Source: an optimization exercise on an open RTL-to-GDS flow (aim: small area and a short achievable clock period). Production flows keep margins and buffers that such runs may drop. The RTL was checked by simulation tests, not by an equivalence proof against the original design.

### flow/flow/run.sh
#!/bin/bash
# Own flow: the standard layout (standard.sh: ORFS synthesis with the standard flow's
# synthesis script, floorplan, power grid, placement, CTS, routing) with three
# settings changed:
#  - ADDER_MAP_FILE is empty, so synthesis does not extract full/half adder
#    cells and ABC maps the (bit-level) arithmetic like any other logic; the
#    registers are the same as in the standard synthesis;
#  - the port buffers that global placement inserts are sky130_fd_sc_hd__buf_2;
#  - timing repair aims for a setup slack of 25 ns at the design's 36 ns clock.
# make's full output goes to standard.log here; ORFS keeps each step's own log
# under orfs/logs/.
set -euo pipefail
export ADDER_MAP_FILE=
export BUFFER_PORTS_ARGS="-buffer_cell sky130_fd_sc_hd__buf_2"
export SETUP_SLACK_MARGIN=25
bash standard.sh > standard.log 2>&1
### flow/standard.sh
#!/bin/bash
# synth_recipe.tcl (not shown) runs the flow's synth.tcl, then flattens the netlist and writes it again
# the make line also repeats each setting of config.mk as NAME=value (left out here)
make -C /OpenROAD-flow-scripts/flow DESIGN_CONFIG=/design/flow/config.mk WORK_HOME=/design/flow/orfs CLKGATE_MAP_FILE= SYNTH_SCRIPT=/design/flow/synth_recipe.tcl "${@:-finish}"
### flow/config.mk
export PLATFORM = sky130hd
export DESIGN_NAME = Pipeline_1
export DESIGN_NICKNAME = Pipeline_1
export VERILOG_FILES = /design/flow/design.v
export SDC_FILE = /design/flow/constraint.sdc
export NUM_CORES = 4
export LEC_CHECK = 0
export ABC_AREA = 1
export CAP_MARGIN = 20
export CORE_MARGIN = 2
export CORE_UTILIZATION = 60
export CTS_BUF_LIST = sky130_fd_sc_hd__clkbuf_8
export SLEW_MARGIN = 20
export SYNTH_HIERARCHICAL = 1
export SYNTH_MINIMUM_KEEP_SIZE = 0
### flow/constraint.sdc
create_clock -name core_clock -period 36.0 [get_ports {clk}]
set_input_delay 7.2000 -clock core_clock [delete_from_list [all_inputs] [get_ports {clk}]]
set_output_delay 7.2000 -clock core_clock [all_outputs]
set_load 0.01 [all_outputs]
### flow/design.v
`timescale 1ns / 1ps
module Pipeline_1(
input clk,rst,
input [7:0]a,b,c,d,
output [7:0]out
    );
  wire nd1 = ~d[0];
  wire nd2 = ~d[1];
  wire nd3 = ~d[2];
  wire nd4 = ~d[3];
  wire nd5 = ~d[4];
  wire nd6 = ~d[5];
  wire nd7 = ~d[6];
  wire nd8 = ~d[7];
  wire g9 = a[0] & b[0];
  wire g10 = a[1] & b[1];
  wire g11 = a[2] & b[2];
  wire g12 = a[3] & b[3];
  wire g13 = a[4] & b[4];
  wire g14 = a[5] & b[5];
  wire g15 = a[6] & b[6];
  wire g16 = a[7] & b[7];
  wire x17 = a[0] ^ b[0];
  wire x18 = a[1] ^ b[1];
  wire x19 = a[2] ^ b[2];
  wire x20 = a[3] ^ b[3];
  wire x21 = a[4] ^ b[4];
  wire x22 = a[5] ^ b[5];
  wire x23 = a[6] ^ b[6];
  wire x24 = a[7] ^ b[7];
  wire G25 = g10 | (x18 & g9);
  wire P26 = x18 & x17;
  wire G27 = g12 | (x20 & g11);
  wire P28 = x20 & x19;
  wire G29 = g11 | (x19 & G25);
  wire P30 = x19 & P26;
  wire G31 = G27 | (P28 & G25);
  wire P32 = P28 & P26;
  wire G33 = g14 | (x22 & g13);
  wire P34 = x22 & x21;
  wire G35 = g16 | (x24 & g15);
  wire P36 = x24 & x23;
  wire G37 = g15 | (x23 & G33);
  wire P38 = x23 & P34;
  wire G39 = G35 | (P36 & G33);
  wire P40 = P36 & P34;
  wire G41 = g13 | (x21 & G31);
  wire P42 = x21 & P32;
  wire G43 = G33 | (P34 & G31);
  wire P44 = P34 & P32;
  wire G45 = G37 | (P38 & G31);
  wire P46 = P38 & P32;
  wire G47 = G39 | (P40 & G31);
  wire P48 = P40 & P32;
  wire s49 = x18 ^ g9;
  wire s50 = x19 ^ G25;
  wire s51 = x20 ^ G29;
  wire s52 = x21 ^ G31;
  wire s53 = x22 ^ G41;
  wire s54 = x23 ^ G43;
  wire s55 = x24 ^ G45;
  wire g56 = c[0] & nd1;
  wire g57 = c[1] & nd2;
  wire g58 = c[2] & nd3;
  wire g59 = c[3] & nd4;
  wire g60 = c[4] & nd5;
  wire g61 = c[5] & nd6;
  wire g62 = c[6] & nd7;
  wire g63 = c[7] & nd8;
  wire x64 = c[0] ^ nd1;
  wire x65 = c[1] ^ nd2;
  wire x66 = c[2] ^ nd3;
  wire x67 = c[3] ^ nd4;
  wire x68 = c[4] ^ nd5;
  wire x69 = c[5] ^ nd6;
  wire x70 = c[6] ^ nd7;
  wire x71 = c[7] ^ nd8;
  wire g72 = c[0] | nd1;
  wire G73 = g57 | (x65 & g72);
  wire P74 = x65 & x64;
  wire G75 = g59 | (x67 & g58);
  wire P76 = x67 & x66;
  wire G77 = g58 | (x66 & G73);
  wire P78 = x66 & P74;
  wire G79 = G75 | (P76 & G73);
  wire P80 = P76 & P74;
  wire G81 = g61 | (x69 & g60);
  wire P82 = x69 & x68;
  wire G83 = g63 | (x71 & g62);
  wire P84 = x71 & x70;
  wire G85 = g62 | (x70 & G81);
  wire P86 = x70 & P82;
  wire G87 = G83 | (P84 & G81);
  wire P88 = P84 & P82;
  wire G89 = g60 | (x68 & G79);
  wire P90 = x68 & P80;
  wire G91 = G81 | (P82 & G79);
  wire P92 = P82 & P80;
  wire G93 = G85 | (P86 & G79);
  wire P94 = P86 & P80;
  wire G95 = G87 | (P88 & G79);
  wire P96 = P88 & P80;
  wire s97 = ~x64;
  wire s98 = x65 ^ g72;
  wire s99 = x66 ^ G73;
  wire s100 = x67 ^ G77;
  wire s101 = x68 ^ G79;
  wire s102 = x69 ^ G89;
  wire s103 = x70 ^ G91;
  wire s104 = x71 ^ G93;
  reg [7:0] R1_s, R1_t, R1_d;
  reg R1_v;
  always @(posedge clk) begin
    R1_s <= {s55, s54, s53, s52, s51, s50, s49, x17};
    R1_t <= {s104, s103, s102, s101, s100, s99, s98, s97};
    R1_d <= d;
    R1_v <= ~rst & (|d);
  end
  wire pp105 = R1_s[0] & R1_t[0];
  wire pp106 = R1_s[1] & R1_t[0];
  wire pp107 = R1_s[2] & R1_t[0];
  wire pp108 = R1_s[3] & R1_t[0];
  wire pp109 = R1_s[4] & R1_t[0];
  wire pp110 = R1_s[5] & R1_t[0];
  wire pp111 = R1_s[6] & R1_t[0];
  wire pp112 = R1_s[7] & R1_t[0];
  wire pp113 = R1_s[0] & R1_t[1];
  wire pp114 = R1_s[1] & R1_t[1];
  wire pp115 = R1_s[2] & R1_t[1];
  wire pp116 = R1_s[3] & R1_t[1];
  wire pp117 = R1_s[4] & R1_t[1];
  wire pp118 = R1_s[5] & R1_t[1];
  wire pp119 = R1_s[6] & R1_t[1];
  wire pp120 = R1_s[7] & R1_t[1];
  wire pp121 = R1_s[0] & R1_t[2];
  wire pp122 = R1_s[1] & R1_t[2];
  wire pp123 = R1_s[2] & R1_t[2];
  wire pp124 = R1_s[3] & R1_t[2];
  wire pp125 = R1_s[4] & R1_t[2];
  wire pp126 = R1_s[5] & R1_t[2];
  wire pp127 = R1_s[6] & R1_t[2];
  wire pp128 = R1_s[7] & R1_t[2];
  wire pp129 = R1_s[0] & R1_t[3];
  wire pp130 = R1_s[1] & R1_t[3];
  wire pp131 = R1_s[2] & R1_t[3];
  wire pp132 = R1_s[3] & R1_t[3];
  wire pp133 = R1_s[4] & R1_t[3];
  wire pp134 = R1_s[5] & R1_t[3];
  wire pp135 = R1_s[6] & R1_t[3];
  wire pp136 = R1_s[7] & R1_t[3];
  wire pp137 = R1_s[0] & R1_t[4];
  wire pp138 = R1_s[1] & R1_t[4];
  wire pp139 = R1_s[2] & R1_t[4];
  wire pp140 = R1_s[3] & R1_t[4];
  wire pp141 = R1_s[4] & R1_t[4];
  wire pp142 = R1_s[5] & R1_t[4];
  wire pp143 = R1_s[6] & R1_t[4];
  wire pp144 = R1_s[7] & R1_t[4];
  wire pp145 = R1_s[0] & R1_t[5];
  wire pp146 = R1_s[1] & R1_t[5];
  wire pp147 = R1_s[2] & R1_t[5];
  wire pp148 = R1_s[3] & R1_t[5];
  wire pp149 = R1_s[4] & R1_t[5];
  wire pp150 = R1_s[5] & R1_t[5];
  wire pp151 = R1_s[6] & R1_t[5];
  wire pp152 = R1_s[7] & R1_t[5];
  wire pp153 = R1_s[0] & R1_t[6];
  wire pp154 = R1_s[1] & R1_t[6];
  wire pp155 = R1_s[2] & R1_t[6];
  wire pp156 = R1_s[3] & R1_t[6];
  wire pp157 = R1_s[4] & R1_t[6];
  wire pp158 = R1_s[5] & R1_t[6];
  wire pp159 = R1_s[6] & R1_t[6];
  wire pp160 = R1_s[7] & R1_t[6];
  wire pp161 = R1_s[0] & R1_t[7];
  wire pp162 = R1_s[1] & R1_t[7];
  wire pp163 = R1_s[2] & R1_t[7];
  wire pp164 = R1_s[3] & R1_t[7];
  wire pp165 = R1_s[4] & R1_t[7];
  wire pp166 = R1_s[5] & R1_t[7];
  wire pp167 = R1_s[6] & R1_t[7];
  wire pp168 = R1_s[7] & R1_t[7];
  wire s169 = pp111 ^ pp118;
  wire c170 = pp111 & pp118;
  wire s171 = pp112 ^ pp119 ^ pp126;
  wire c172 = (pp112 & pp119) | (pp126 & (pp112 ^ pp119));
  wire s173 = pp133 ^ pp140;
  wire c174 = pp133 & pp140;
  wire s175 = pp120 ^ pp127 ^ pp134;
  wire c176 = (pp120 & pp127) | (pp134 & (pp120 ^ pp127));
  wire s177 = pp141 ^ pp148;
  wire c178 = pp141 & pp148;
  wire s179 = pp128 ^ pp135 ^ pp142;
  wire c180 = (pp128 & pp135) | (pp142 & (pp128 ^ pp135));
  wire s181 = pp109 ^ pp116;
  wire c182 = pp109 & pp116;
  wire s183 = pp110 ^ pp117 ^ pp124;
  wire c184 = (pp110 & pp117) | (pp124 & (pp110 ^ pp117));
  wire s185 = pp131 ^ pp138;
  wire c186 = pp131 & pp138;
  wire s187 = pp125 ^ pp132 ^ pp139;
  wire c188 = (pp125 & pp132) | (pp139 & (pp125 ^ pp132));
  wire s189 = pp146 ^ pp153 ^ s169;
  wire c190 = (pp146 & pp153) | (s169 & (pp146 ^ pp153));
  wire s191 = pp147 ^ pp154 ^ pp161;
  wire c192 = (pp147 & pp154) | (pp161 & (pp147 ^ pp154));
  wire s193 = c170 ^ s171 ^ s173;
  wire c194 = (c170 & s171) | (s173 & (c170 ^ s171));
  wire s195 = pp155 ^ pp162 ^ c172;
  wire c196 = (pp155 & pp162) | (c172 & (pp155 ^ pp162));
  wire s197 = c174 ^ s175 ^ s177;
  wire c198 = (c174 & s175) | (s177 & (c174 ^ s175));
  wire s199 = pp149 ^ pp156 ^ pp163;
  wire c200 = (pp149 & pp156) | (pp163 & (pp149 ^ pp156));
  wire s201 = c176 ^ c178 ^ s179;
  wire c202 = (c176 & c178) | (s179 & (c176 ^ c178));
  wire s203 = pp136 ^ pp143 ^ pp150;
  wire c204 = (pp136 & pp143) | (pp150 & (pp136 ^ pp143));
  wire s205 = pp157 ^ pp164 ^ c180;
  wire c206 = (pp157 & pp164) | (c180 & (pp157 ^ pp164));
  wire s207 = pp144 ^ pp151 ^ pp158;
  wire c208 = (pp144 & pp151) | (pp158 & (pp144 ^ pp151));
  wire s209 = pp108 ^ pp115;
  wire c210 = pp108 & pp115;
  wire s211 = pp123 ^ pp130 ^ pp137;
  wire c212 = (pp123 & pp130) | (pp137 & (pp123 ^ pp130));
  wire s213 = pp145 ^ c182 ^ s183;
  wire c214 = (pp145 & c182) | (s183 & (pp145 ^ c182));
  wire s215 = c184 ^ c186 ^ s187;
  wire c216 = (c184 & c186) | (s187 & (c184 ^ c186));
  wire s217 = c188 ^ c190 ^ s191;
  wire c218 = (c188 & c190) | (s191 & (c188 ^ c190));
  wire s219 = c192 ^ c194 ^ s195;
  wire c220 = (c192 & c194) | (s195 & (c192 ^ c194));
  wire s221 = c196 ^ c198 ^ s199;
  wire c222 = (c196 & c198) | (s199 & (c196 ^ c198));
  wire s223 = c200 ^ c202 ^ s203;
  wire c224 = (c200 & c202) | (s203 & (c200 ^ c202));
  wire s225 = pp165 ^ c204 ^ c206;
  wire c226 = (pp165 & c204) | (c206 & (pp165 ^ c204));
  wire s227 = pp152 ^ pp159 ^ pp166;
  wire c228 = (pp152 & pp159) | (pp166 & (pp152 ^ pp159));
  wire s229 = pp107 ^ pp114;
  wire c230 = pp107 & pp114;
  wire s231 = pp122 ^ pp129 ^ s209;
  wire c232 = (pp122 & pp129) | (s209 & (pp122 ^ pp129));
  wire s233 = s181 ^ c210 ^ s211;
  wire c234 = (s181 & c210) | (s211 & (s181 ^ c210));
  wire s235 = s185 ^ c212 ^ s213;
  wire c236 = (s185 & c212) | (s213 & (s185 ^ c212));
  wire s237 = s189 ^ c214 ^ s215;
  wire c238 = (s189 & c214) | (s215 & (s189 ^ c214));
  wire s239 = s193 ^ c216 ^ s217;
  wire c240 = (s193 & c216) | (s217 & (s193 ^ c216));
  wire s241 = s197 ^ c218 ^ s219;
  wire c242 = (s197 & c218) | (s219 & (s197 ^ c218));
  wire s243 = s201 ^ c220 ^ s221;
  wire c244 = (s201 & c220) | (s221 & (s201 ^ c220));
  wire s245 = s205 ^ c222 ^ s223;
  wire c246 = (s205 & c222) | (s223 & (s205 ^ c222));
  wire s247 = s207 ^ c224 ^ s225;
  wire c248 = (s207 & c224) | (s225 & (s207 ^ c224));
  wire s249 = c208 ^ c226 ^ s227;
  wire c250 = (c208 & c226) | (s227 & (c208 ^ c226));
  wire s251 = pp160 ^ pp167 ^ c228;
  wire c252 = (pp160 & pp167) | (c228 & (pp160 ^ pp167));
  wire g253 = pp106 & pp113;
  wire g254 = pp121 & s229;
  wire g255 = c230 & s231;
  wire g256 = c232 & s233;
  wire g257 = c234 & s235;
  wire g258 = c236 & s237;
  wire g259 = c238 & s239;
  wire g260 = c240 & s241;
  wire g261 = c242 & s243;
  wire g262 = c244 & s245;
  wire g263 = c246 & s247;
  wire g264 = c248 & s249;
  wire g265 = c250 & s251;
  wire g266 = pp168 & c252;
  wire x267 = pp106 ^ pp113;
  wire x268 = pp121 ^ s229;
  wire x269 = c230 ^ s231;
  wire x270 = c232 ^ s233;
  wire x271 = c234 ^ s235;
  wire x272 = c236 ^ s237;
  wire x273 = c238 ^ s239;
  wire x274 = c240 ^ s241;
  wire x275 = c242 ^ s243;
  wire x276 = c244 ^ s245;
  wire x277 = c246 ^ s247;
  wire x278 = c248 ^ s249;
  wire x279 = c250 ^ s251;
  wire x280 = pp168 ^ c252;
  wire G281 = g253 | (x267 & 1'b0);
  wire P282 = x267 & pp105;
  wire G283 = g255 | (x269 & g254);
  wire P284 = x269 & x268;
  wire G285 = g254 | (x268 & G281);
  wire P286 = x268 & P282;
  wire G287 = G283 | (P284 & G281);
  wire P288 = P284 & P282;
  wire G289 = g257 | (x271 & g256);
  wire P290 = x271 & x270;
  wire G291 = g259 | (x273 & g258);
  wire P292 = x273 & x272;
  wire G293 = g258 | (x272 & G289);
  wire P294 = x272 & P290;
  wire G295 = G291 | (P292 & G289);
  wire P296 = P292 & P290;
  wire G297 = g256 | (x270 & G287);
  wire P298 = x270 & P288;
  wire G299 = G289 | (P290 & G287);
  wire P300 = P290 & P288;
  wire G301 = G293 | (P294 & G287);
  wire P302 = P294 & P288;
  wire G303 = G295 | (P296 & G287);
  wire P304 = P296 & P288;
  wire G305 = g261 | (x275 & g260);
  wire P306 = x275 & x274;
  wire G307 = g263 | (x277 & g262);
  wire P308 = x277 & x276;
  wire G309 = g262 | (x276 & G305);
  wire P310 = x276 & P306;
  wire G311 = G307 | (P308 & G305);
  wire P312 = P308 & P306;
  wire G313 = g265 | (x279 & g264);
  wire P314 = x279 & x278;
  wire G315 = 1'b0 | (1'b0 & g266);
  wire P316 = 1'b0 & x280;
  wire G317 = g266 | (x280 & G313);
  wire P318 = x280 & P314;
  wire G319 = G315 | (P316 & G313);
  wire P320 = P316 & P314;
  wire G321 = g264 | (x278 & G311);
  wire P322 = x278 & P312;
  wire G323 = G313 | (P314 & G311);
  wire P324 = P314 & P312;
  wire G325 = G317 | (P318 & G311);
  wire P326 = P318 & P312;
  wire G327 = G319 | (P320 & G311);
  wire P328 = P320 & P312;
  wire G329 = g260 | (x274 & G303);
  wire P330 = x274 & P304;
  wire G331 = G305 | (P306 & G303);
  wire P332 = P306 & P304;
  wire G333 = G309 | (P310 & G303);
  wire P334 = P310 & P304;
  wire G335 = G311 | (P312 & G303);
  wire P336 = P312 & P304;
  wire G337 = G321 | (P322 & G303);
  wire P338 = P322 & P304;
  wire G339 = G323 | (P324 & G303);
  wire P340 = P324 & P304;
  wire G341 = G325 | (P326 & G303);
  wire P342 = P326 & P304;
  wire G343 = G327 | (P328 & G303);
  wire P344 = P328 & P304;
  wire ps345 = x267 ^ 1'b0;
  wire ps346 = x268 ^ G281;
  wire ps347 = x269 ^ G285;
  wire ps348 = x270 ^ G287;
  wire ps349 = x271 ^ G297;
  wire ps350 = x272 ^ G299;
  wire ps351 = x273 ^ G301;
  wire ps352 = x274 ^ G303;
  wire ps353 = x275 ^ G329;
  wire ps354 = x276 ^ G331;
  wire ps355 = x277 ^ G333;
  wire ps356 = x278 ^ G335;
  wire ps357 = x279 ^ G337;
  wire ps358 = x280 ^ G339;
  wire ps359 = 1'b0 ^ G341;
  wire hz360 = ~(R1_d[1] | R1_d[2] | R1_d[3] | R1_d[4] | R1_d[5] | R1_d[6] | R1_d[7]);
  wire b361 = ~ps359 & R1_d[0];
  wire ge362 = ~b361 & hz360;
  wire r363 = ps359 ^ (ge362 & R1_d[0]);
  wire hz364 = ~(R1_d[2] | R1_d[3] | R1_d[4] | R1_d[5] | R1_d[6] | R1_d[7]);
  wire b365 = ~ps358 & R1_d[0];
  wire b366 = (r363 ^ R1_d[1]) ? ~r363 : b365;
  wire ge367 = ~b366 & hz364;
  wire r368 = ps358 ^ (ge367 & R1_d[0]);
  wire r369 = r363 ^ (ge367 & (R1_d[1] ^ b365));
  wire hz370 = ~(R1_d[3] | R1_d[4] | R1_d[5] | R1_d[6] | R1_d[7]);
  wire b371 = ~ps357 & R1_d[0];
  wire b372 = (r368 ^ R1_d[1]) ? ~r368 : b371;
  wire b373 = (r369 ^ R1_d[2]) ? ~r369 : b372;
  wire ge374 = ~b373 & hz370;
  wire r375 = ps357 ^ (ge374 & R1_d[0]);
  wire r376 = r368 ^ (ge374 & (R1_d[1] ^ b371));
  wire r377 = r369 ^ (ge374 & (R1_d[2] ^ b372));
  wire hz378 = ~(R1_d[4] | R1_d[5] | R1_d[6] | R1_d[7]);
  wire b379 = ~ps356 & R1_d[0];
  wire b380 = (r375 ^ R1_d[1]) ? ~r375 : b379;
  wire b381 = (r376 ^ R1_d[2]) ? ~r376 : b380;
  wire b382 = (r377 ^ R1_d[3]) ? ~r377 : b381;
  wire ge383 = ~b382 & hz378;
  wire r384 = ps356 ^ (ge383 & R1_d[0]);
  wire r385 = r375 ^ (ge383 & (R1_d[1] ^ b379));
  wire r386 = r376 ^ (ge383 & (R1_d[2] ^ b380));
  wire r387 = r377 ^ (ge383 & (R1_d[3] ^ b381));
  wire hz388 = ~(R1_d[5] | R1_d[6] | R1_d[7]);
  wire b389 = ~ps355 & R1_d[0];
  wire b390 = (r384 ^ R1_d[1]) ? ~r384 : b389;
  wire b391 = (r385 ^ R1_d[2]) ? ~r385 : b390;
  wire b392 = (r386 ^ R1_d[3]) ? ~r386 : b391;
  wire b393 = (r387 ^ R1_d[4]) ? ~r387 : b392;
  wire ge394 = ~b393 & hz388;
  wire r395 = ps355 ^ (ge394 & R1_d[0]);
  wire r396 = r384 ^ (ge394 & (R1_d[1] ^ b389));
  wire r397 = r385 ^ (ge394 & (R1_d[2] ^ b390));
  wire r398 = r386 ^ (ge394 & (R1_d[3] ^ b391));
  wire r399 = r387 ^ (ge394 & (R1_d[4] ^ b392));
  wire hz400 = ~(R1_d[6] | R1_d[7]);
  wire b401 = ~ps354 & R1_d[0];
  wire b402 = (r395 ^ R1_d[1]) ? ~r395 : b401;
  wire b403 = (r396 ^ R1_d[2]) ? ~r396 : b402;
  wire b404 = (r397 ^ R1_d[3]) ? ~r397 : b403;
  wire b405 = (r398 ^ R1_d[4]) ? ~r398 : b404;
  wire b406 = (r399 ^ R1_d[5]) ? ~r399 : b405;
  wire ge407 = ~b406 & hz400;
  wire r408 = ps354 ^ (ge407 & R1_d[0]);
  wire r409 = r395 ^ (ge407 & (R1_d[1] ^ b401));
  wire r410 = r396 ^ (ge407 & (R1_d[2] ^ b402));
  wire r411 = r397 ^ (ge407 & (R1_d[3] ^ b403));
  wire r412 = r398 ^ (ge407 & (R1_d[4] ^ b404));
  wire r413 = r399 ^ (ge407 & (R1_d[5] ^ b405));
  reg [9:0] R2_p;
  reg [5:0] R2_r;
  reg [7:0] R2_d;
  reg R2_v;
  always @(posedge clk) begin
    R2_p <= {ps353, ps352, ps351, ps350, ps349, ps348, ps347, ps346, ps345, pp105};
    R2_r <= {r413, r412, r411, r410, r409, r408};
    R2_d <= {R1_d[7], R1_d[6], R1_d[5], R1_d[4], R1_d[3], R1_d[2], R1_d[1], R1_d[0]};
    R2_v <= ~rst & R1_v;
  end
  wire hz414 = ~(R2_d[7]);
  wire b415 = ~R2_p[9] & R2_d[0];
  wire b416 = (R2_r[0] ^ R2_d[1]) ? ~R2_r[0] : b415;
  wire b417 = (R2_r[1] ^ R2_d[2]) ? ~R2_r[1] : b416;
  wire b418 = (R2_r[2] ^ R2_d[3]) ? ~R2_r[2] : b417;
  wire b419 = (R2_r[3] ^ R2_d[4]) ? ~R2_r[3] : b418;
  wire b420 = (R2_r[4] ^ R2_d[5]) ? ~R2_r[4] : b419;
  wire b421 = (R2_r[5] ^ R2_d[6]) ? ~R2_r[5] : b420;
  wire ge422 = ~b421 & hz414;
  wire r423 = R2_p[9] ^ (ge422 & R2_d[0]);
  wire r424 = R2_r[0] ^ (ge422 & (R2_d[1] ^ b415));
  wire r425 = R2_r[1] ^ (ge422 & (R2_d[2] ^ b416));
  wire r426 = R2_r[2] ^ (ge422 & (R2_d[3] ^ b417));
  wire r427 = R2_r[3] ^ (ge422 & (R2_d[4] ^ b418));
  wire r428 = R2_r[4] ^ (ge422 & (R2_d[5] ^ b419));
  wire r429 = R2_r[5] ^ (ge422 & (R2_d[6] ^ b420));
  wire b430 = ~R2_p[8] & R2_d[0];
  wire b431 = (r423 ^ R2_d[1]) ? ~r423 : b430;
  wire b432 = (r424 ^ R2_d[2]) ? ~r424 : b431;
  wire b433 = (r425 ^ R2_d[3]) ? ~r425 : b432;
  wire b434 = (r426 ^ R2_d[4]) ? ~r426 : b433;
  wire b435 = (r427 ^ R2_d[5]) ? ~r427 : b434;
  wire b436 = (r428 ^ R2_d[6]) ? ~r428 : b435;
  wire b437 = (r429 ^ R2_d[7]) ? ~r429 : b436;
  wire ge438 = ~b437;
  wire r439 = R2_p[8] ^ (ge438 & R2_d[0]);
  wire r440 = r423 ^ (ge438 & (R2_d[1] ^ b430));
  wire r441 = r424 ^ (ge438 & (R2_d[2] ^ b431));
  wire r442 = r425 ^ (ge438 & (R2_d[3] ^ b432));
  wire r443 = r426 ^ (ge438 & (R2_d[4] ^ b433));
  wire r444 = r427 ^ (ge438 & (R2_d[5] ^ b434));
  wire r445 = r428 ^ (ge438 & (R2_d[6] ^ b435));
  wire r446 = r429 ^ (ge438 & (R2_d[7] ^ b436));
  wire b447 = ~R2_p[7] & R2_d[0];
  wire b448 = (r439 ^ R2_d[1]) ? ~r439 : b447;
  wire b449 = (r440 ^ R2_d[2]) ? ~r440 : b448;
  wire b450 = (r441 ^ R2_d[3]) ? ~r441 : b449;
  wire b451 = (r442 ^ R2_d[4]) ? ~r442 : b450;
  wire b452 = (r443 ^ R2_d[5]) ? ~r443 : b451;
  wire b453 = (r444 ^ R2_d[6]) ? ~r444 : b452;
  wire b454 = (r445 ^ R2_d[7]) ? ~r445 : b453;
  wire ge455 = r446 | ~b454;
  wire r456 = R2_p[7] ^ (ge455 & R2_d[0]);
  wire r457 = r439 ^ (ge455 & (R2_d[1] ^ b447));
  wire r458 = r440 ^ (ge455 & (R2_d[2] ^ b448));
  wire r459 = r441 ^ (ge455 & (R2_d[3] ^ b449));
  wire r460 = r442 ^ (ge455 & (R2_d[4] ^ b450));
  wire r461 = r443 ^ (ge455 & (R2_d[5] ^ b451));
  wire r462 = r444 ^ (ge455 & (R2_d[6] ^ b452));
  wire r463 = r445 ^ (ge455 & (R2_d[7] ^ b453));
  wire b464 = ~R2_p[6] & R2_d[0];
  wire b465 = (r456 ^ R2_d[1]) ? ~r456 : b464;
  wire b466 = (r457 ^ R2_d[2]) ? ~r457 : b465;
  wire b467 = (r458 ^ R2_d[3]) ? ~r458 : b466;
  wire b468 = (r459 ^ R2_d[4]) ? ~r459 : b467;
  wire b469 = (r460 ^ R2_d[5]) ? ~r460 : b468;
  wire b470 = (r461 ^ R2_d[6]) ? ~r461 : b469;
  wire b471 = (r462 ^ R2_d[7]) ? ~r462 : b470;
  wire ge472 = r463 | ~b471;
  wire r473 = R2_p[6] ^ (ge472 & R2_d[0]);
  wire r474 = r456 ^ (ge472 & (R2_d[1] ^ b464));
  wire r475 = r457 ^ (ge472 & (R2_d[2] ^ b465));
  wire r476 = r458 ^ (ge472 & (R2_d[3] ^ b466));
  wire r477 = r459 ^ (ge472 & (R2_d[4] ^ b467));
  wire r478 = r460 ^ (ge472 & (R2_d[5] ^ b468));
  wire r479 = r461 ^ (ge472 & (R2_d[6] ^ b469));
  wire r480 = r462 ^ (ge472 & (R2_d[7] ^ b470));
  wire b481 = ~R2_p[5] & R2_d[0];
  wire b482 = (r473 ^ R2_d[1]) ? ~r473 : b481;
  wire b483 = (r474 ^ R2_d[2]) ? ~r474 : b482;
  wire b484 = (r475 ^ R2_d[3]) ? ~r475 : b483;
  wire b485 = (r476 ^ R2_d[4]) ? ~r476 : b484;
  wire b486 = (r477 ^ R2_d[5]) ? ~r477 : b485;
  wire b487 = (r478 ^ R2_d[6]) ? ~r478 : b486;
  wire b488 = (r479 ^ R2_d[7]) ? ~r479 : b487;
  wire ge489 = r480 | ~b488;
  wire r490 = R2_p[5] ^ (ge489 & R2_d[0]);
  wire r491 = r473 ^ (ge489 & (R2_d[1] ^ b481));
  wire r492 = r474 ^ (ge489 & (R2_d[2] ^ b482));
  wire r493 = r475 ^ (ge489 & (R2_d[3] ^ b483));
  wire r494 = r476 ^ (ge489 & (R2_d[4] ^ b484));
  wire r495 = r477 ^ (ge489 & (R2_d[5] ^ b485));
  wire r496 = r478 ^ (ge489 & (R2_d[6] ^ b486));
  wire r497 = r479 ^ (ge489 & (R2_d[7] ^ b487));
  wire b498 = ~R2_p[4] & R2_d[0];
  wire b499 = (r490 ^ R2_d[1]) ? ~r490 : b498;
  wire b500 = (r491 ^ R2_d[2]) ? ~r491 : b499;
  wire b501 = (r492 ^ R2_d[3]) ? ~r492 : b500;
  wire b502 = (r493 ^ R2_d[4]) ? ~r493 : b501;
  wire b503 = (r494 ^ R2_d[5]) ? ~r494 : b502;
  wire b504 = (r495 ^ R2_d[6]) ? ~r495 : b503;
  wire b505 = (r496 ^ R2_d[7]) ? ~r496 : b504;
  wire ge506 = r497 | ~b505;
  wire r507 = R2_p[4] ^ (ge506 & R2_d[0]);
  wire r508 = r490 ^ (ge506 & (R2_d[1] ^ b498));
  wire r509 = r491 ^ (ge506 & (R2_d[2] ^ b499));
  wire r510 = r492 ^ (ge506 & (R2_d[3] ^ b500));
  wire r511 = r493 ^ (ge506 & (R2_d[4] ^ b501));
  wire r512 = r494 ^ (ge506 & (R2_d[5] ^ b502));
  wire r513 = r495 ^ (ge506 & (R2_d[6] ^ b503));
  wire r514 = r496 ^ (ge506 & (R2_d[7] ^ b504));
  wire b515 = ~R2_p[3] & R2_d[0];
  wire b516 = (r507 ^ R2_d[1]) ? ~r507 : b515;
  wire b517 = (r508 ^ R2_d[2]) ? ~r508 : b516;
  wire b518 = (r509 ^ R2_d[3]) ? ~r509 : b517;
  wire b519 = (r510 ^ R2_d[4]) ? ~r510 : b518;
  wire b520 = (r511 ^ R2_d[5]) ? ~r511 : b519;
  wire b521 = (r512 ^ R2_d[6]) ? ~r512 : b520;
  wire b522 = (r513 ^ R2_d[7]) ? ~r513 : b521;
  wire ge523 = r514 | ~b522;
  wire r524 = R2_p[3] ^ (ge523 & R2_d[0]);
  wire r525 = r507 ^ (ge523 & (R2_d[1] ^ b515));
  wire r526 = r508 ^ (ge523 & (R2_d[2] ^ b516));
  wire r527 = r509 ^ (ge523 & (R2_d[3] ^ b517));
  wire r528 = r510 ^ (ge523 & (R2_d[4] ^ b518));
  wire r529 = r511 ^ (ge523 & (R2_d[5] ^ b519));
  wire r530 = r512 ^ (ge523 & (R2_d[6] ^ b520));
  wire r531 = r513 ^ (ge523 & (R2_d[7] ^ b521));
  wire b532 = ~R2_p[2] & R2_d[0];
  wire b533 = (r524 ^ R2_d[1]) ? ~r524 : b532;
  wire b534 = (r525 ^ R2_d[2]) ? ~r525 : b533;
  wire b535 = (r526 ^ R2_d[3]) ? ~r526 : b534;
  wire b536 = (r527 ^ R2_d[4]) ? ~r527 : b535;
  wire b537 = (r528 ^ R2_d[5]) ? ~r528 : b536;
  wire b538 = (r529 ^ R2_d[6]) ? ~r529 : b537;
  wire b539 = (r530 ^ R2_d[7]) ? ~r530 : b538;
  wire ge540 = r531 | ~b539;
  wire r541 = R2_p[2] ^ (ge540 & R2_d[0]);
  wire r542 = r524 ^ (ge540 & (R2_d[1] ^ b532));
  wire r543 = r525 ^ (ge540 & (R2_d[2] ^ b533));
  wire r544 = r526 ^ (ge540 & (R2_d[3] ^ b534));
  wire r545 = r527 ^ (ge540 & (R2_d[4] ^ b535));
  wire r546 = r528 ^ (ge540 & (R2_d[5] ^ b536));
  wire r547 = r529 ^ (ge540 & (R2_d[6] ^ b537));
  wire r548 = r530 ^ (ge540 & (R2_d[7] ^ b538));
  reg [1:0] R3_p;
  reg [7:0] R3_r;
  reg [5:0] R3_q;
  reg [7:0] R3_d;
  reg R3_v;
  always @(posedge clk) begin
    R3_p <= {R2_p[1], R2_p[0]};
    R3_r <= {r548, r547, r546, r545, r544, r543, r542, r541};
    R3_q <= {ge455, ge472, ge489, ge506, ge523, ge540};
    R3_d <= {R2_d[7], R2_d[6], R2_d[5], R2_d[4], R2_d[3], R2_d[2], R2_d[1], R2_d[0]};
    R3_v <= ~rst & R2_v;
  end
  wire [7:0] seg3_out;
  Pipeline_1_seg3 u_seg3 (
    .p({R3_p[1], R3_p[0]}),
    .r({R3_r[7], R3_r[6], R3_r[5], R3_r[4], R3_r[3], R3_r[2], R3_r[1], R3_r[0]}),
    .q({R3_q[5], R3_q[4], R3_q[3], R3_q[2], R3_q[1], R3_q[0]}),
    .d({R3_d[7], R3_d[6], R3_d[5], R3_d[4], R3_d[3], R3_d[2], R3_d[1], R3_d[0]}),
    .v({R3_v}),
    .o_out(seg3_out)
  );
  assign out = {seg3_out[7], seg3_out[6], seg3_out[5], seg3_out[4], seg3_out[3], seg3_out[2], seg3_out[1], seg3_out[0]};
endmodule
module Pipeline_1_seg3(
  input [1:0] p,
  input [7:0] r,
  input [5:0] q,
  input [7:0] d,
  input [0:0] v,
  output [7:0] o_out
);
  wire b1 = ~p[1] & d[0];
  wire b2 = (r[0] ^ d[1]) ? ~r[0] : b1;
  wire b3 = (r[1] ^ d[2]) ? ~r[1] : b2;
  wire b4 = (r[2] ^ d[3]) ? ~r[2] : b3;
  wire b5 = (r[3] ^ d[4]) ? ~r[3] : b4;
  wire b6 = (r[4] ^ d[5]) ? ~r[4] : b5;
  wire b7 = (r[5] ^ d[6]) ? ~r[5] : b6;
  wire b8 = (r[6] ^ d[7]) ? ~r[6] : b7;
  wire ge9 = r[7] | ~b8;
  wire r10 = p[1] ^ (ge9 & d[0]);
  wire r11 = r[0] ^ (ge9 & (d[1] ^ b1));
  wire r12 = r[1] ^ (ge9 & (d[2] ^ b2));
  wire r13 = r[2] ^ (ge9 & (d[3] ^ b3));
  wire r14 = r[3] ^ (ge9 & (d[4] ^ b4));
  wire r15 = r[4] ^ (ge9 & (d[5] ^ b5));
  wire r16 = r[5] ^ (ge9 & (d[6] ^ b6));
  wire r17 = r[6] ^ (ge9 & (d[7] ^ b7));
  wire b18 = ~p[0] & d[0];
  wire b19 = (r10 ^ d[1]) ? ~r10 : b18;
  wire b20 = (r11 ^ d[2]) ? ~r11 : b19;
  wire b21 = (r12 ^ d[3]) ? ~r12 : b20;
  wire b22 = (r13 ^ d[4]) ? ~r13 : b21;
  wire b23 = (r14 ^ d[5]) ? ~r14 : b22;
  wire b24 = (r15 ^ d[6]) ? ~r15 : b23;
  wire b25 = (r16 ^ d[7]) ? ~r16 : b24;
  wire ge26 = r17 | ~b25;
  wire r27 = p[0] ^ (ge26 & d[0]);
  wire r28 = r10 ^ (ge26 & (d[1] ^ b18));
  wire r29 = r11 ^ (ge26 & (d[2] ^ b19));
  wire r30 = r12 ^ (ge26 & (d[3] ^ b20));
  wire r31 = r13 ^ (ge26 & (d[4] ^ b21));
  wire r32 = r14 ^ (ge26 & (d[5] ^ b22));
  wire r33 = r15 ^ (ge26 & (d[6] ^ b23));
  wire r34 = r16 ^ (ge26 & (d[7] ^ b24));
  wire o35 = ge26 & v[0];
  wire o36 = ge9 & v[0];
  wire o37 = q[0] & v[0];
  wire o38 = q[1] & v[0];
  wire o39 = q[2] & v[0];
  wire o40 = q[3] & v[0];
  wire o41 = q[4] & v[0];
  wire o42 = q[5] & v[0];
  assign o_out = {o42, o41, o40, o39, o38, o37, o36, o35};
endmodule
==> reports/qor.txt, run 1 <==
Outcome: finished clean
Worst Setup EP: out[0]
Slew Viols, Final: 0
Gr ovfl total: 0
Synth cell types: 52
Fin nets: 1420
Mapped cell area: 8359 um2
Die Y: 122.0 um
# diodes: 0
Fillcell total: 1356
Crit-path max FO: 12
Core area: 13720 um2
Core Rows: 43
Final number of setup-violating endpoints: 0
Setup crit start: R3_d[1]
Setup bufs post-CTS: 0
Antenna-violating nets left: 0
WP data arrival: 2.62 ns
Routed WL: 17120 um
Clock tree sinks: 75
Final worst slack: 26.18 ns
YS warnings: 7
Max Clock Skew: 0.01455 ns
1st-pass router iterations: 4
Die area: 14890 um2
CTS resizes: 0
Port bufs: 41
Final hold vios: 0
Worst r2r src: R2_d[5]
CTS tree: done
GPL Wtd Cong: 0.8541
Clock buffer depth: 2
DP Worst Slack: 26.21 ns
Synth Instances: 1373
Top FF cell, synth: dfxtp_1
Met2 global-route usage: 0.4532
Root buf cell: clkbuf_8
Antenna violations before repair: 0
Number of global-route vias before repair: 7148
Most frequent cells in the layout: nand2_1 (458), inv_1 (166), nand3_1 (137)
CP endpoint kind: primary output
Global-route wire length before repair: 30350 um
WP data required: 28.80 ns
Final period util: 0.2727
Initial core utilization: 0.6093
Largest net degree at the start of global routing: 26
Most Used Layer, Global Route: met2
Layout cell share with drive strength beyond 1: 0.1395
Fin Setup TNS: 0 ns
R2R depth: 93
Maxcap violations: 0
Final worst path period need: 9.818 ns
Post-synthesis async set-or-reset flop share: 0
Worst-skew pair later-pin latency: 0.37 ns
DRC: 0
Starting DRC count in detailed routing: 320
Post-Syn Nets: 1407
Syn Area/Cell: 6.088 um2
RR Endpoint: R3_r[4]
Most common cell after layout, fill and taps aside: nand2_1
RSZ-0062 raised after global routing: no
Largest cells by area after synthesis: nand2_1 (21%), dfxtp_1 (18%), xor2_1 (12%)
Register area share after synthesis: 0.1796
DR vias: 7866
Post-synth top area cell: nand2_1
Met1 Resource Use GR: 0.2985
WL/cell: 10.89 um
Flop2flop setup slack: 26.31 ns
F_max: 101.9 MHz
Setup CP Type: flop to primary output
Hold Path Class: flop to flop
Post-synth top area share: 0.2057
Setup crit start kind: flop
Synthesis-stage register bit count: 75
Post-synth EDFFs: 0
CTS buffer count: 9
Clk slew on worst S/H paths: 0.07 ns
Actual slew at the worst max-slew pin: 0.7742 ns
Met3 usage: 0.04026
Detailed Place HPWL: 14100 um
Die extent in x: 122.0 um
Total GRT Usage: 0.2463
I/O pins: 42
Syn-to-layout area delta: 5.179%
Relative slew slack: 0.4832
Via/cell ratio: 5.007
CTS H-tree lvls: 3
Post-CTS Hold Fix Bufs: 0
-- layout make-up --
type                    instances  area [um2]  share of cell area
multi-input cells            1080        5908              0.6720
flip-flops and latches         75        1503              0.1709
inverters                     174       653.1             0.07428
repair buffers                 46       242.7             0.02761
well taps                     180       225.2             0.02562
clock buffers                  12       165.2             0.01878
clock inverters                 4       95.09             0.01082
-- Yosys stat by module (local to each module, per instance) --
module           times used  cell area [um2]  cells
Pipeline_1_seg3           1            708.2    141
Pipeline_1                1             7651   1232
-- worst min path at each step --
stage,slack (ns),endpoint,depth (start not counted),startpoint
5_1_grt,0.35,R3_p[1],0,R2_p[1]
6_report,0.33,R3_p[1],0,R2_p[1]
3_5_place_dp,0.32,R3_p[1],0,R2_p[1]
2_1_floorplan,0.31,R3_p[0],0,R2_p[0]
4_1_cts,0.33,R3_p[1],0,R2_p[1]
3_3_place_gp,0.31,R3_p[1],0,R2_p[1]
-- state kept, by name (all words and copies together) (netlist names), 2 cells and up --
signal,count
R3_q,6
R3_r,8
R1_d,8
R3_p,2
R1_s,8
R2_r,6
R1_t,8
R2_d,8
R3_d,8
R2_p,10
-- synth_stat cells (all sizes together) (5+ instances only) --
library cell	number
xor2	114
nand2	515
a21oi	22
xnor2	37
nand3	174
or2	22
maj3	9
nor2	81
nand4	9
dfxtp	75
inv	174
a21o	6
clkbuf	20
o22ai	5
buf	23
o21ai	53
-- critical path: stages (launching register included) --
cell     delay [ns]
dfxtp_1        0.39
inv_1          0.08
nand2_2        0.10
nand3_2        0.10
nand3_2        0.08
nand3_2        0.08
nand3_2        0.09
nand3_2        0.08
nand3_2        0.08
nand3_2        0.06
nand2_2        0.22
nand2_1        0.10
xor2_1         0.17
nand2_1        0.06
o21ai_0        0.07
inv_1          0.05
nand2_1        0.06
nand2_1        0.05
nand2_1        0.06
a21oi_2        0.11
buf_2          0.13
-- per-layer routing --
layer  vias up  wire (um)
met5         -          0
met4         0        183
met3        14        552
met2       115       8445
met1      3439       7934
li1       4298          -
-- logic make-up (layout without fill, tap and decap cells) --
family	count (synthesis)	count (layout)	share of synthesized area
AOI/OAI and AO/OA	106	106	0.07499
xor gates and xnor gates	152	152	0.1672
and+or+nand+nor	813	813	0.4538
buffers and inverters	218	236	0.1136
DFF	75	75	0.1796
adders and majority gates	9	9	0.01078
-- stage by stage --
stage          hold slack (ns)  utilization  cells  cell area [um2]
5_1_grt                 0.3476       0.6409   1571             8792
4_1_cts                 0.3333       0.6408   1571             8791
2_1_floorplan           0.3096            -   1373             8359
6_report                0.3303       0.6409   1571             8792
3_5_place_dp            0.3151       0.6218   1555             8531
3_3_place_gp            0.3110       0.6218   1555             8531
==> run 2, diff against run 1 <==
--- a/flow/flow/run.sh
+++ b/flow/flow/run.sh
@@ -8,3 +8,3 @@
 #  - the port buffers that global placement inserts are sky130_fd_sc_hd__buf_2;
-#  - timing repair aims for a setup slack of 25 ns at the design's 36 ns clock.
+#  - timing repair aims for a setup slack of 25.6 ns at the design's 36 ns clock.
 # make's full output goes to standard.log here; ORFS keeps each step's own log
@@ -14,3 +14,3 @@
 export BUFFER_PORTS_ARGS="-buffer_cell sky130_fd_sc_hd__buf_2"
-export SETUP_SLACK_MARGIN=25
+export SETUP_SLACK_MARGIN=25.6
 bash standard.sh > standard.log 2>&1
==> reports/qor.txt, run 2 <==
Actual slew at the worst max-slew pin: 0.4944 ns (-0.2798 ns)
Clock buffer depth: 2 (unchanged)
Most common cell after layout, fill and taps aside: nand2_1
RR Endpoint: R3_r[4]
YS warnings: 7 (unchanged)
F_max: 101.8 MHz (about the same)
Post-synth top area share: 0.2057 (unchanged)
CP endpoint kind: primary output
Max Clock Skew: 0.01418 ns (-0.0003707 ns)
Flop2flop setup slack: 26.60 ns (+0.29 ns)
Register area: 1509 um2 (+0.42%)
Hold_sp: R2_p[1]
Layout cell share with drive strength beyond 1: 0.1530 (+0.01350)
Core Rows: 43 (unchanged)
Hold Path Class: flop to flop
Synth cell types: 52 (unchanged)
Worst-skew pair later-pin latency: 0.37 ns (about the same)
Post-synth top area cell: nand2_1
DR vias: 7915 (+0.62%)
Cell Count, Final, Fillers Out: 1579 (+0.51%)
Number of global-route vias before repair: 7148 (unchanged)
GPL Wtd Cong: 0.8541 (unchanged)
Starting DRC count in detailed routing: 302 (-5.6%)
Global-route wire length before repair: 30350 um (unchanged)
Final hold vios: 0 (unchanged)
Hold Path End: R3_p[1]
Slew Viols, Final: 0 (unchanged)
Crit path cell chain: inv_1 > nand2_2 > nand3_2 > nand3_2 > nand3_2 > nand3_2 > nand3_2 > nand3_2 > nand3_2 > nand2_2 > nand2_1 > xor2_1 > nand2_1 > o21ai_0 > inv_1 > nand2_1 > nand2_1 > nand2_1 > a21oi_2 > buf_2
Clk slew on worst S/H paths: 0.07 ns (about the same)
RSZ-0062 raised after global routing: yes
CTS tree: done
Mapped cell area: 8359 um2 (unchanged)
Total GRT Usage: 0.2463 (unchanged)
Die Y: 122.0 um (unchanged)
Synthesis-stage register bit count: 75 (unchanged)
Initial core utilization: 0.6093 (unchanged)
Largest cells by area after synthesis: nand2_1 (21%), dfxtp_1 (18%), xor2_1 (12%)
Die extent in x: 122.0 um (unchanged)
Maxcap violations: 0 (unchanged)
Most common cell in the synthesized netlist: nand2_1
Most frequent cells in the layout: nand2_1 (456), inv_1 (164), nand3_1 (137)
Ranking of synthesized cells by instance count: nand2_1 (458), inv_1 (166), nand3_1 (137)
Synth Instances: 1373 (unchanged)
Post-synthesis async set-or-reset flop share: 0 (unchanged)
R2R depth: 91 (-2.2%)
Largest Register: R2_p
WP data arrival: 2.62 ns (about the same)
Area of the multi-input gates: 5964 um2 (+0.95%)
WP data required: 28.80 ns (about the same)
1st-pass router iterations: 5 (+1)
Clock tree sinks: 75 (unchanged)
Register area share after synthesis: 0.1796 (unchanged)
Setup crit start kind: flop
Detailed Place HPWL: 14100 um (unchanged)
Core area: 13720 um2 (unchanged)
Die area: 14890 um2 (unchanged)
Setup CP Type: flop to primary output
Hold slack: 0.3303 ns (-0.000001000 ns)
Post-Syn Nets: 1407 (unchanged)
Final period util: 0.2729 (about the same)
Syn-to-layout area delta: 7.050%
Fillcell total: 1340 (-1.2%)
Routed WL: 17440 um (+1.9%)
Delay of the slowest cell on the worst path: 0.39 ns (about the same)
Port bufs: 41 (unchanged)
Post-synth EDFFs: 0 (unchanged)
# placed instances: 1555 (unchanged)
CTS H-tree lvls: 3 (unchanged)
Fin Setup TNS: 0 ns (unchanged)
WHS Path Cells: 0 (unchanged)
Final worst path period need: 9.824 ns (+0.006600 ns)
Number of buffers and inverters on the critical path: 3 (unchanged)
Post-CTS Hold Fix Bufs: 0 (unchanged)
Via/cell ratio: 5.013 (+0.11%)
Worst r2r src: R2_d[3]
Top FF cell, synth: dfxtp_1
Final number of setup-violating endpoints: 0 (unchanged)
Most frequent cell on the critical path: nand3_2
Root buf cell: clkbuf_8
Max reg flops: 10 (unchanged)
I/O pins: 42 (unchanged)
Outcome: finished clean
Antenna-violating nets left: 0 (unchanged)
Syn Area/Cell: 6.088 um2 (unchanged)
DRC: 0 (unchanged)
Gr ovfl total: 0 (unchanged)
Largest net degree at the start of global routing: 26 (unchanged)
Crit-path max FO: 12 (unchanged)
# diodes: 0 (unchanged)
Antenna violations before repair: 0 (unchanged)
Cell family with most CP delay: simple AND/OR/NAND/NOR gates
WL/cell: 11.05 um (+1.4%)
CTS buffer count: 9 (unchanged)
Relative slew slack: 0.6701 (+0.1869)
Fin nets: 1428 (+0.56%)
CP max stage cell: dfxtp_1
[run 2: cell counts after synthesis]
No cell type changed its count.
[run 2: timing repair]
action / in CTS / in global routing
gates resized for setup: 0 / 24
buffers inserted: 0 / 7
setup endpoints to repair: 0 / 11
[run 2: routing by layer]
| layer | track usage | vias to the layer above | part of all wire |
|---|---|---|---|
| met5 | 0 | - | 0 |
| met4 | 0.05675 | 0 | 0.012 |
| met3 | 0.04026 | 14 | 0.033 |
| met2 | 0.4532 | 120 | 0.50 |
| met1 | 0.2985 | 3468 | 0.46 |
| li1 | - | 4313 | - |
[run 2: worst max path at each step]
stage / start / endpoint / depth (start not counted)
2_1_floorplan: a[0] / R1_s[7] / 11
3_3_place_gp: R2_d[4] / R3_r[5] / 94
3_5_place_dp: R2_d[4] / R3_r[3] / 96
4_1_cts: R3_d[1] / out[0] / 20
5_1_grt: R2_d[2] / R3_r[3] / 105
6_report: R3_d[1] / out[0] / 20
[run 2: area by class of cell]
cell class | instances | share of cell area
tap | 180 | 0.02517
timing repair buffer | 53 | 0.03621
multi-input combinational | 1081 | 0.6665
clock inverter | 4 | 0.01063
clock buffer | 12 | 0.01846
inverter | 174 | 0.07438
sequential | 75 | 0.1686
[run 2: cell families after synthesis]
kind of cell | share of synthesized area
AOI/OAI and AO/OA | 0.07499
DFF | 0.1796
and+or+nand+nor | 0.4538
xor gates and xnor gates | 0.1672
adders and majority gates | 0.01078
buffers and inverters | 0.1136
[run 2: worst register-to-register path, delay by kind of cell, from the launching register on]
| kind | cells | cell delay [ns] |
|---|---|---|
| buffers and inverters | 7 | 0.93 |
| and+or+nand+nor | 78 | 6.94 |
| AOI/OAI and AO/OA | 1 | 0.09 |
| DFF | 1 | 0.33 |
| xor gates and xnor gates | 5 | 1.03 |
[run 2: modules after synthesis (local to each module, per instance)]
module,times used,cells,area [um2]
Pipeline_1,1,1232,7651
Pipeline_1_seg3,1,141,708.2
[run 2: through the flow]
| step | worst slack (ns) | util | instance area (um2) |
|---|---|---|---|
| after CTS | 26.13 | 0.6408 | 8791 |
| after global placement | 26.44 | 0.6218 | 8531 |
| after global routing | 25.54 | 0.6523 | 8949 |
| after floorplan | 26.69 | - | 8359 |
| final | 26.18 | 0.6523 | 8949 |
| after detailed placement | 26.21 | 0.6218 | 8531 |
==> run 3, diff against run 2 <==
==> flow/flow/run.sh (replaced) <==
#!/bin/bash
# Own flow: the standard layout (standard.sh, run whole and unchanged:
# synthesis with the standard flow's synthesis script, floorplan, power grid, tap cells,
# placement, CTS and routing) with two settings passed through the environment:
#  - the port buffers that global placement inserts on every input and output
#    are sky130_fd_sc_hd__buf_2 cells instead of the default delay-cell buffers;
#  - timing repair (repair_timing in floorplan, CTS and global route) aims for a
#    setup slack of 25 ns at the design's 36 ns clock, so it sizes up the
#    slowest paths; the clock period and constraints are the design's.
# make's full output goes to standard.log here; ORFS also keeps each step's own
# log under orfs/logs/.
set -euo pipefail
export BUFFER_PORTS_ARGS="-buffer_cell sky130_fd_sc_hd__buf_2"
export SETUP_SLACK_MARGIN=25
bash standard.sh > standard.log 2>&1
==> reports/qor.txt, run 3 <==
Outcome: finished clean
CP endpoint kind: primary output
Detailed Place HPWL: 13160 um (-6.7%)
Syn-to-layout area delta: 5.162%
Global-route wire length before repair: 28030 um (-7.7%)
Hold slack: 0.3300 ns (-0.0003130 ns)
Relative slew slack: 0.4223 (-0.2478)
Setup CP Type: flop to primary output
Post-synth EDFFs: 0 (unchanged)
Gr ovfl total: 0 (unchanged)
Final period util: 0.2730 (about the same)
Final worst path period need: 9.830 ns (+0.005500 ns)
Post-Synth Adder-Cell Area: 0.1559 (+0.1451)
CTS buffer count: 9 (unchanged)
Mapped cell area: 8363 um2 (about the same)
Register area: 1506 um2 (-0.17%)
DRC: 0 (unchanged)
Synth cell types: 41 (-21%)
Area of the multi-input gates: 5658 um2 (-5.1%)
WP data required: 28.80 ns (about the same)
Clock buffer depth: 2 (unchanged)
Core Rows: 43 (unchanged)
Slew Viols, Final: 0 (unchanged)
Die extent in x: 122.1 um (about the same)
DR vias: 7024 (-11%)
Mux share of post-synthesis cell area: 0 (unchanged)
Delay of the slowest cell on the worst path: 0.39 ns (about the same)
Largest net degree at the start of global routing: 25 (-3.8%)
Most common cell after layout, fill and taps aside: nand2_1
Top FF cell, synth: dfxtp_1
Post-synth top area cell: dfxtp_1
WL/cell: 11.04 um (about the same)
Largest Register: R2_p
Number of buffers and inverters on the critical path: 3 (unchanged)
Post-synthesis async set-or-reset flop share: 0 (unchanged)
Layout cell share with drive strength beyond 1: 0.1500 (-0.002927)
DP Worst Slack: 25.50 ns (-0.7124 ns)
Max reg flops: 10 (unchanged)
Setup crit start kind: flop
Worst-skew pair later-pin latency: 0.37 ns (about the same)
Compound-cell area share of the yosys netlist: 0.04144 (-0.03355)
Most frequent cells in the layout: nand2_1 (357), inv_1 (245), nand3_1 (120)
Synth Instances: 1252 (-8.8%)
Total GRT Usage: 0.2311 (-0.01523)
CTS tree: done
Fillcell total: 1325 (-1.1%)
WP data arrival: 2.63 ns (about the same)
Final worst slack: 26.17 ns (-0.005500 ns)
Max Clock Skew: 0.01645 ns (+0.002276 ns)
CP max stage cell: dfxtp_1
Cell family with most CP delay: simple AND/OR/NAND/NOR gates
Actual slew at the worst max-slew pin: 0.8654 ns (+0.3710 ns)
Number of global-route vias before repair: 6498 (-9.1%)
Root buf cell: clkbuf_8
Initial core utilization: 0.6072 (-0.002108)
Simple-Gate Fraction of Synth Area: 0.3556 (-0.09820)
Routed WL: 16040 um (-8.0%)
Fin nets: 1379 (-3.4%)
Xor/xnor cell area share of the yosys netlist: 0.1218 (-0.04541)
Largest family of logic cells by synthesized area: simple AND/OR/NAND/NOR gates
I/O pins: 42 (unchanged)
Starting DRC count in detailed routing: 275 (-8.9%)
Post-synth top area share: 0.1795 (-0.02612)
Most frequent cell on the critical path: nand3_2
YS warnings: 7 (unchanged)
Crit path cell chain: inv_1 > nand2_2 > nand3_2 > nand3_2 > nand3_2 > nand3_2 > nand3_2 > nand3_2 > nand3_2 > nand2_2 > nand2_1 > xor2_1 > nand2_1 > o21ai_0 > inv_1 > nand2_1 > nand2_1 > nand2_1 > a21oi_2 > buf_2
Final hold vios: 0 (unchanged)
Maxcap violations: 0 (unchanged)
Final core utilization: 0.6385 (-0.01372)
Clk slew on worst S/H paths: 0.07 ns (about the same)
Post-Syn Nets: 1363 (-3.1%)
# diodes: 0 (unchanged)
Most common cell in the synthesized netlist: nand2_1
Crit-path max FO: 12 (unchanged)
Syn Area/Cell: 6.680 um2 (+9.7%)
Largest cells by area after synthesis: dfxtp_1 (18%), nand2_1 (16%), inv_1 (11%)
Die area: 14900 um2 (about the same)
1st-pass router iterations: 5 (unchanged)
Antenna-violating nets left: 0 (unchanged)
Antenna violations before repair: 0 (unchanged)
Final number of setup-violating endpoints: 0 (unchanged)
Post-CTS Hold Fix Bufs: 0 (unchanged)
Clock tree sinks: 75 (unchanged)
Register area share after synthesis: 0.1795 (about the same)
F_max: 101.7 MHz (about the same)
Fin Setup TNS: 0 ns (unchanged)
Port bufs: 41 (unchanged)
Ranking of synthesized cells by instance count: nand2_1 (357), inv_1 (245), nand3_1 (120)
Die Y: 122.1 um (about the same)
Synthesis-stage register bit count: 75 (unchanged)
GPL Wtd Cong: 0.8335 (-2.4%)
RSZ-0062 raised after global routing: no
Core area: 13770 um2 (+0.39%)
Hold Path Class: flop to flop
CTS H-tree lvls: 3 (unchanged)
Via/cell ratio: 4.834 (-3.6%)
## run 3: worst paths after layout
path	start	end	slack, ns	cells after the start
worst max-delay path	R3_d[1]	out[0]	26.17	20
worst min-delay path	R2_p[0]	R3_p[0]	0.33	0
worst min register to register	R2_p[0]	R3_p[0]	0.33	0
worst max register to register	R2_d[0]	R3_r[4]	26.35	102
## run 3: what timing repair did
item                       in CTS  in global routing
setup buffers                   0                  6
setup endpoints to repair       0                  9
resized for setup               0                 10
## run 3: stage by stage
stage                     cell area (um2)  cells
final                                8795   1453
after global routing                 8795   1453
after CTS                            8710   1446
after detailed placement             8547   1430
after global placement               8547   1430
after floorplan                      8363   1252
## run 3: area by class of cell
cell class | instances | area share
timing repair buffer | 52 | 0.03315
sequential | 75 | 0.1713
clock inverter | 7 | 0.004410
timing repair inverter | 1 | 0.0005691
inverter | 249 | 0.1076
clock buffer | 9 | 0.01408
multi-input combinational | 880 | 0.6433
tap | 180 | 0.02561
## run 3: Yosys stat by module (local to each module, per instance)
module,flops+latches,cells inside,copies in the design,cell area [um2]
Pipeline_1,75,1111,1,7655
Pipeline_1_seg3,0,141,1,708.2
## run 3: logic make-up (layout without fill, tap and decap cells)
group / Yosys count / in the layout
buffers and inverters: 297 / 318
AND/OR/NAND/NOR: 632 / 632
AO/OA/AOI/OAI: 62 / 62
adder cells (fa/ha/maj): 78 / 78
XOR/XNOR: 108 / 108
flip-flops: 75 / 75
## run 3: metal layers
metal,vias to the layer above,routed length [um],GRT usage
li1,3778,-,-
met1,3156,7350,0.2829
met2,76,8152,0.4221
met3,14,347,0.03652
met4,0,193,0.05747
met5,-,0,0
==> run 4, diff against run 3 <==
--- a/flow/config.mk
+++ b/flow/config.mk
@@ -12,2 +12,4 @@
 export CTS_BUF_LIST = sky130_fd_sc_hd__clkbuf_8
+export GPL_TIMING_DRIVEN = 1
+export PLACE_DENSITY = 0.75
 export SLEW_MARGIN = 20
==> reports/qor.txt, run 4 <==
Hold_sp: R2_p[1]
Relative slew slack: 0.6286 (+0.2063)
Via/cell ratio: 4.940 (+2.2%)
Gr ovfl total: 0 (unchanged)
CTS H-tree lvls: 3 (unchanged)
YS warnings: 7 (unchanged)
Largest cells by area after synthesis: dfxtp_1 (18%), nand2_1 (16%), inv_1 (11%)
Post-synth top area share: 0.1795 (unchanged)
Fin Setup TNS: 0 ns (unchanged)
Slew Viols, Final: 0 (unchanged)
Flop2flop setup slack: 26.13 ns (-0.22 ns)
GPL Wtd Cong: 0.8630 (+3.5%)
Outcome: finished clean
Setup crit start kind: flop
DRC: 0 (unchanged)
Routed WL: 16520 um (+3.0%)
Syn-to-layout area delta: 7.121%
Synthesis-stage register bit count: 75 (unchanged)
Max reg flops: 10 (unchanged)
DR vias: 7203 (+2.5%)
Post-synthesis async set-or-reset flop share: 0 (unchanged)
Post-DP Area: 8532 um2 (-0.18%)
Cell Count, Final, Fillers Out: 1458 (+0.34%)
CTS tree: done
Number of global-route vias before repair: 6833 (+5.2%)
CTS buffer count: 9 (unchanged)
Largest net degree at the start of global routing: 25 (unchanged)
Top FF cell, synth: dfxtp_1
Final hold vios: 0 (unchanged)
Clock buffer depth: 2 (unchanged)
Global-route wire length before repair: 28570 um (+1.9%)
Hold Path Class: flop to flop
Number of buffers and inverters on the critical path: 4 (+1)
# placed instances: 1428 (-0.14%)
WHS Path Cells: 0 (unchanged)
Delay of the slowest cell on the worst path: 0.33 ns (-0.06 ns)
Most frequent cell on the critical path: nand2_2
Worst-skew pair later-pin latency: 0.36 ns (about the same)
Hold slack: 0.3326 ns (+0.002562 ns)
Die area: 14900 um2 (unchanged)
WP data required: 36.24 ns (+7.44 ns)
CP max stage cell: dfxtp_1
Hold Path End: R3_p[1]
Core area: 13770 um2 (unchanged)
F_max: 101.3 MHz (-0.40%)
Setup CP Type: flop to flop
Synth cell types: 41 (unchanged)
Detailed Place HPWL: 13290 um (+1.0%)
WL/cell: 11.33 um (+2.6%)
Syn Area/Cell: 6.680 um2 (unchanged)
Total GRT Usage: 0.2335 (+0.002403)
Max Clock Skew: 0.008772 ns (-0.007682 ns)
Post-CTS Hold Fix Bufs: 0 (unchanged)
Synth Instances: 1252 (unchanged)
Initial core utilization: 0.6072 (unchanged)
Root buf cell: clkbuf_8
Crit-path max FO: 14 (+2)
# diodes: 0 (unchanged)
Register area share after synthesis: 0.1795 (unchanged)
Clk slew on worst S/H paths: 0.08 ns (about the same)
Most common cell in the synthesized netlist: nand2_1
Ranking of synthesized cells by instance count: nand2_1 (357), inv_1 (245), nand3_1 (120)
Core Rows: 43 (unchanged)
Starting DRC count in detailed routing: 333 (+21%)
Worst r2r src: R2_d[2]
Cell family with most CP delay: simple AND/OR/NAND/NOR gates
Port bufs: 41 (unchanged)
Post-Syn Nets: 1363 (unchanged)
Layout cell share with drive strength beyond 1: 0.1596 (+0.009585)
RR Endpoint: R3_r[4]
CP endpoint kind: flop
Fin nets: 1384 (+0.36%)
R2R depth: 104 (+2.0%)
Largest Register: R2_p
Post-synth EDFFs: 0 (unchanged)
Final number of setup-violating endpoints: 0 (unchanged)
Antenna-violating nets left: 0 (unchanged)
Final worst path period need: 9.869 ns (+0.03940 ns)
RSZ-0062 raised after global routing: no
1st-pass router iterations: 4 (-1)
Final Cell Area: 8959 um2 (+1.9%)
WP data arrival: 10.11 ns (+7.48 ns)
Most frequent cells in the layout: nand2_1 (357), inv_1 (243), nand3_1 (119)
Actual slew at the worst max-slew pin: 0.5565 ns (-0.3089 ns)
Most common cell after layout, fill and taps aside: nand2_1
Antenna violations before repair: 0 (unchanged)
Die Y: 122.1 um (unchanged)
I/O pins: 42 (unchanged)
Final period util: 0.2741 (+0.001094)
Maxcap violations: 0 (unchanged)
Post-synth top area cell: dfxtp_1
Die extent in x: 122.1 um (unchanged)
Mapped cell area: 8363 um2 (unchanged)
Clock tree sinks: 75 (unchanged)
run 4: cell type report:
class	instances	area, um2
multi-input combinational	881	5714
fill	1296	4815
sequential	75	1516
inverter	249	945.9
timing repair buffer	56	360.3
tap	180	225.2
clock buffer	9	123.9
clock inverter	7	67.56
timing repair inverter	1	5.005
run 4: layer usage:
| layer | part of all wire | vias to the layer above | track usage |
|---|---|---|---|
| li1 | - | 3794 | - |
| met1 | 0.44 | 3304 | 0.2698 |
| met2 | 0.53 | 91 | 0.4473 |
| met3 | 0.025 | 14 | 0.03558 |
| met4 | 0.012 | 0 | 0.05675 |
| met5 | 0 | - | 0 |
run 4: kinds of logic (layout without fill, tap and decap cells):
kind of cell | Yosys count | count (layout) | synth area share
AO/OA/AOI/OAI | 62 | 62 | 0.04144
XOR/XNOR | 108 | 108 | 0.1218
adder cells (fa/ha/maj) | 78 | 78 | 0.1559
buffers and inverters | 297 | 322 | 0.1457
flip-flops | 75 | 75 | 0.1795
AND/OR/NAND/NOR | 632 | 633 | 0.3556
run 4: worst max path at each step:
stage | slack (ns) | to | cells past startpoint | start
floorplan | 26.89 | out[0] | 18 | R3_d[1]
global placement | 25.49 | R3_r[4] | 102 | R2_d[3]
detailed placement | 25.17 | R3_r[4] | 104 | R2_d[3]
CTS | 25.15 | R3_r[4] | 104 | R2_d[3]
global route | 24.93 | R3_r[4] | 111 | R2_d[2]
finish | 26.13 | R3_r[4] | 104 | R2_d[2]
run 4: worst register-to-register path, delay by kind of cell (launching register included):
kind            cells  cell delay, ns
buf+inv             4            0.44
flops               1            0.33
simple gates       95            7.82
xor+xnor            4            0.97
compound gates      1            0.20
run 4: metrics by stage:
stage / setup slack [ns] / util
floorplan: 26.89 / -
global placement: 25.49 / 0.6195
detailed placement: 25.17 / 0.6195
CTS: 25.15 / 0.6334
global route: 24.93 / 0.6504
finish: 26.13 / 0.6504
run 4: what timing repair did:
action / CTS / global route
setup endpoints to repair: 0 / 9
resized for setup: 0 / 27
setup buffers: 0 / 11
run 4: per-module statistics from Yosys, one instance, submodules excluded:
module	flip-flops and latches	cells
Pipeline_1_seg3	0	141
Pipeline_1	75	1111

-- port drivers added, routing unchanged --
Ports are ideal in the flow. The routed layouts listed here were re-timed in OpenROAD.
Step 1 assumes that a clkbuf_16 drives the clock port and a buf_2 every other input.
Step 2 also shifts input and output timing later by t, the mid clock arrival at the registers, as if the neighbouring blocks saw the same clock.
Three values: ideal, step 1, step 2; two values: the first two.
run | t (ns) | setup WS [ns] | worst register clock-pin slew, ns
run 1 | 0.401 | 26.182 / 26.146 / 26.313 | 0.09 / 0.09
run 2 | 0.401 | 26.176 / 26.139 / 26.470 | 0.09 / 0.09
run 3 | 0.395 | 26.170 / 26.135 / 26.352 | 0.09 / 0.09
run 4 | 0.393 | 26.131 / 26.131 / 26.131 | 0.08 / 0.08
After both steps setup and hold are still met in every run listed.
